Context: an optimization exercise on an open-source flow, tuned for small area. The choices shown serve that exercise and are no tape-out recipe.
In this exercise RTL edits were held to simulation tests only and were not proved equivalent to the original.

==> inputs of 02-23 <==
## wavelet_transform
module wavelet_transform #(
    parameter BITS_PER_ELEM = 8,
    parameter TOTAL_FILTERS = 7,
    parameter SUM_TRUNCATION = 8
) (
    input wire clk,
    input wire rst,
    input wire signed [BITS_PER_ELEM - 1:0] i_value,
    input wire i_data_clk,
    input wire [7:0] i_select_output_channel,
    output wire [SUM_TRUNCATION - 1:0] o_multiplexed_wavelet_out,
    output wire o_active,
    output [8:0] io_oeb
);
Settings: LEC_CHECK=0, CAP_MARGIN=10, CORE_MARGIN=2, CORE_UTILIZATION=60, SLEW_MARGIN=10; clock period 14.0 ns.
standard.sh (not shown) runs the stock make flow with config.mk's settings and CLKGATE_MAP_FILE= SYNTH_SCRIPT=/design/flow/synth_recipe.tcl, a recipe that flattens the netlist after the stock synthesis.
==> flow/flow/run.sh <==
#!/bin/bash
# Own flow: the standard synthesis; then fixinv3.py removes the inverters
# synthesis left between cells, mostly around full adders (a full adder is
# self-dual, so some fa cells are flipped to take and give complemented
# signals; some gates are swapped for their inverted-output twins); then
# the standard layout from floorplan to finish on that netlist, with clock
# tree synthesis given the buffer list and sink clustering in flow/cts_args
# and no dummy loads.  Each step's output goes to its own log here.
set -euo pipefail
R=orfs/results/${FLOW_PLATFORM}/wavelet_transform/base
bash standard.sh synth > synth.log 2>&1
cp "$R/1_2_yosys.v" 1_2_yosys.std.v
python3 flow/fixinv3.py 1_2_yosys.std.v "$R/1_2_yosys.v" > fixinv.log 2>&1
rm -f "$R/1_synth.odb" "$R/1_synth.sdc"
CTS="-sink_clustering_enable -repair_clock_nets -dont_use_dummy_load"
if [[ -f flow/cts_args ]]; then CTS="$CTS $(cat flow/cts_args)"; fi
bash standard.sh finish "CTS_ARGS=$CTS" > finish.log 2>&1
==> flow/flow/cts_args <==
-buf_list {sky130_fd_sc_hd__clkbuf_4 sky130_fd_sc_hd__clkbuf_8} -sink_clustering_size 15 -sink_clustering_max_diameter 80
Other scripts of this flow, unchanged in this note and not shown: flow/flow/fixinv3.py
==> 04-20 (differences from 02-23) <==
==> flow/flow/cts_args (replaced) <==
-buf_list sky130_fd_sc_hd__clkbuf_4 sky130_fd_sc_hd__clkbuf_8 -sink_clustering_size 15 -sink_clustering_max_diameter 80
==> notes <==
In synthesized cell count, 04-20 and 02-23 do not differ.
04-20 failed in clock tree synthesis. 02-23 went through all stages and came out clean.
Area after synthesis is the same in 04-20 and 02-23.
==> figures <==
Number of instances in the placed design: 02-23 4728; 04-20 4728
X dimension of the die: 02-23 287.5 µm; 04-20 287.5 µm
Placed Instance Area: 02-23 0.04982 mm²; 04-20 0.04982 mm²
Die H: 02-23 287.5 µm; 04-20 287.5 µm
Number of placed I/O pins: 02-23 37; 04-20 37
Syn avg cell area: 02-23 12.74 µm²; 04-20 12.74 µm²
Row count: 02-23 103; 04-20 103
Starting Density: 02-23 60.83%; 04-20 60.83%
Post-Synthesis Cells: 02-23 3783; 04-20 3783
Run status: 02-23 no timing/DRC/antenna violations; 04-20 stopped before the end
Failing step: 02-23 -; 04-20 clock tree synthesis
IO Port Bufs: 02-23 27; 04-20 27
DPL Wire Length: 02-23 121.5 mm; 04-20 121.5 mm
YS warnings: 02-23 1; 04-20 1
Pre-CTS WS: 02-23 596.6 ps; 04-20 596.6 ps
Post-synthesis instance area: 02-23 0.04821 mm²; 04-20 0.04821 mm²
Routability congestion estimate: 02-23 1.012; 04-20 1.012

========
==> inputs of nickel <==
wavelet_transform again, from the RTL that the note above started with.
## wavelet_transform
module wavelet_transform #(
    parameter BITS_PER_ELEM = 8,
    parameter TOTAL_FILTERS = 7,
    parameter SUM_TRUNCATION = 8
) (
    input wire clk,
    input wire rst,
    input wire signed [BITS_PER_ELEM - 1:0] i_value,
    input wire i_data_clk,
    input wire [7:0] i_select_output_channel,
    output wire [SUM_TRUNCATION - 1:0] o_multiplexed_wavelet_out,
    output wire o_active,
    output [8:0] io_oeb
);
Settings: LEC_CHECK=0, CAP_MARGIN=20, CORE_MARGIN=2, CORE_UTILIZATION=60, SLEW_MARGIN=20; clock period 14.0 ns.
Scripts as last shown in full above: flow/flow/run.sh
Other scripts of this flow, unchanged in this note and not shown: flow/flow/cts_args, flow/flow/fixinv3.py
==> inputs of xenon, as changes to nickel <==
--- a/flow/config.mk
+++ b/flow/config.mk
@@ -7,5 +7,5 @@
 export LEC_CHECK = 0
-export CAP_MARGIN = 20
+export CAP_MARGIN = 10
 export CORE_MARGIN = 2
-export CORE_UTILIZATION = 60
-export SLEW_MARGIN = 20
+export CORE_UTILIZATION = 50
+export SLEW_MARGIN = 10
==> notes <==
xenon ran to the end with no violations. nickel went through all stages and came out clean. Between xenon and nickel, the lower setup slack is in nickel (gap 0.064 ns). Of nickel and xenon, nickel has the higher sequential share of layout area (gap 0.19 points). Of nickel and xenon, xenon has the higher non-clock buffer count (gap 15). Final cell count: xenon is larger than nickel (about 5%).

========
==> job 3250 <==
wavelet_transform again, from the RTL that the note above started with.
## wavelet_transform
module wavelet_transform #(
    parameter BITS_PER_ELEM = 8,
    parameter TOTAL_FILTERS = 7,
    parameter SUM_TRUNCATION = 8
) (
    input wire clk,
    input wire rst,
    input wire signed [BITS_PER_ELEM - 1:0] i_value,
    input wire i_data_clk,
    input wire [7:0] i_select_output_channel,
    output wire [SUM_TRUNCATION - 1:0] o_multiplexed_wavelet_out,
    output wire o_active,
    output [8:0] io_oeb
);
Settings: LEC_CHECK=0, CAP_MARGIN=10, CORE_MARGIN=2, CORE_UTILIZATION=60, SLEW_MARGIN=10; clock period 14.0 ns.
Scripts as last shown in full above: flow/flow/run.sh
Other scripts of this flow, unchanged in this note and not shown: flow/flow/cts_args, flow/flow/fixinv3.py
==> job 7314: changes against job 3250 <==
- CORE_UTILIZATION: 60 -> 70
==> run summary <==
- Job 3250 finished clean. Job 7314 finished but fails on slew limit.
- Worst setup slack: job 3250 is lower than job 7314 (0.060 ns).
- Against job 7314, the cell count of job 3250 is larger by about 3.5%.
- Between job 7314 and job 3250, the lower die area is in job 7314 (gap about 14%, measured against job 3250).
- In job 3250 the worst hold slack is worse than in job 7314, by 0.069 ns.

[what the ideal ports hide]
The flow's constraints put no driver on any port. The routed layouts listed below were extracted and timed again, unchanged, in two steps. Step 1 sets driving cells, clkbuf_16 on the clock port and buf_2 on the other inputs (assumed; they add their load-dependent delay and slew). Step 2 adds t to the input delays and takes it off the output delays; t is the mean of the earliest and latest rising clock arrival at the registers after step 1. Input paths then give back, and output paths get back, about the clock's delay inside the block. Three values: no drivers, after step 1, after step 2; two values: the first two.
run | t, ns | slack for setup (ns) | worst setup path after step 2 | latest minus earliest clock arrival (ns) | worst data-port slew with drivers (ns)
02-23 | 0.787 | 0.454 / 0.454 / 0.454 | register to register | 0.147 / 0.147 | 0.05
nickel | 0.742 | 0.497 / 0.497 / 0.497 | register to register | 0.134 / 0.133 | 0.06
xenon | 0.772 | 0.561 / 0.561 / 0.561 | register to register | 0.100 / 0.100 | 0.03
job 3250 | 0.787 | 0.454 / 0.454 / 0.454 | register to register | 0.147 / 0.147 | 0.05
job 7314 | 0.776 | 0.513 / 0.513 / 0.513 | register to register | 0.131 / 0.130 | 0.05
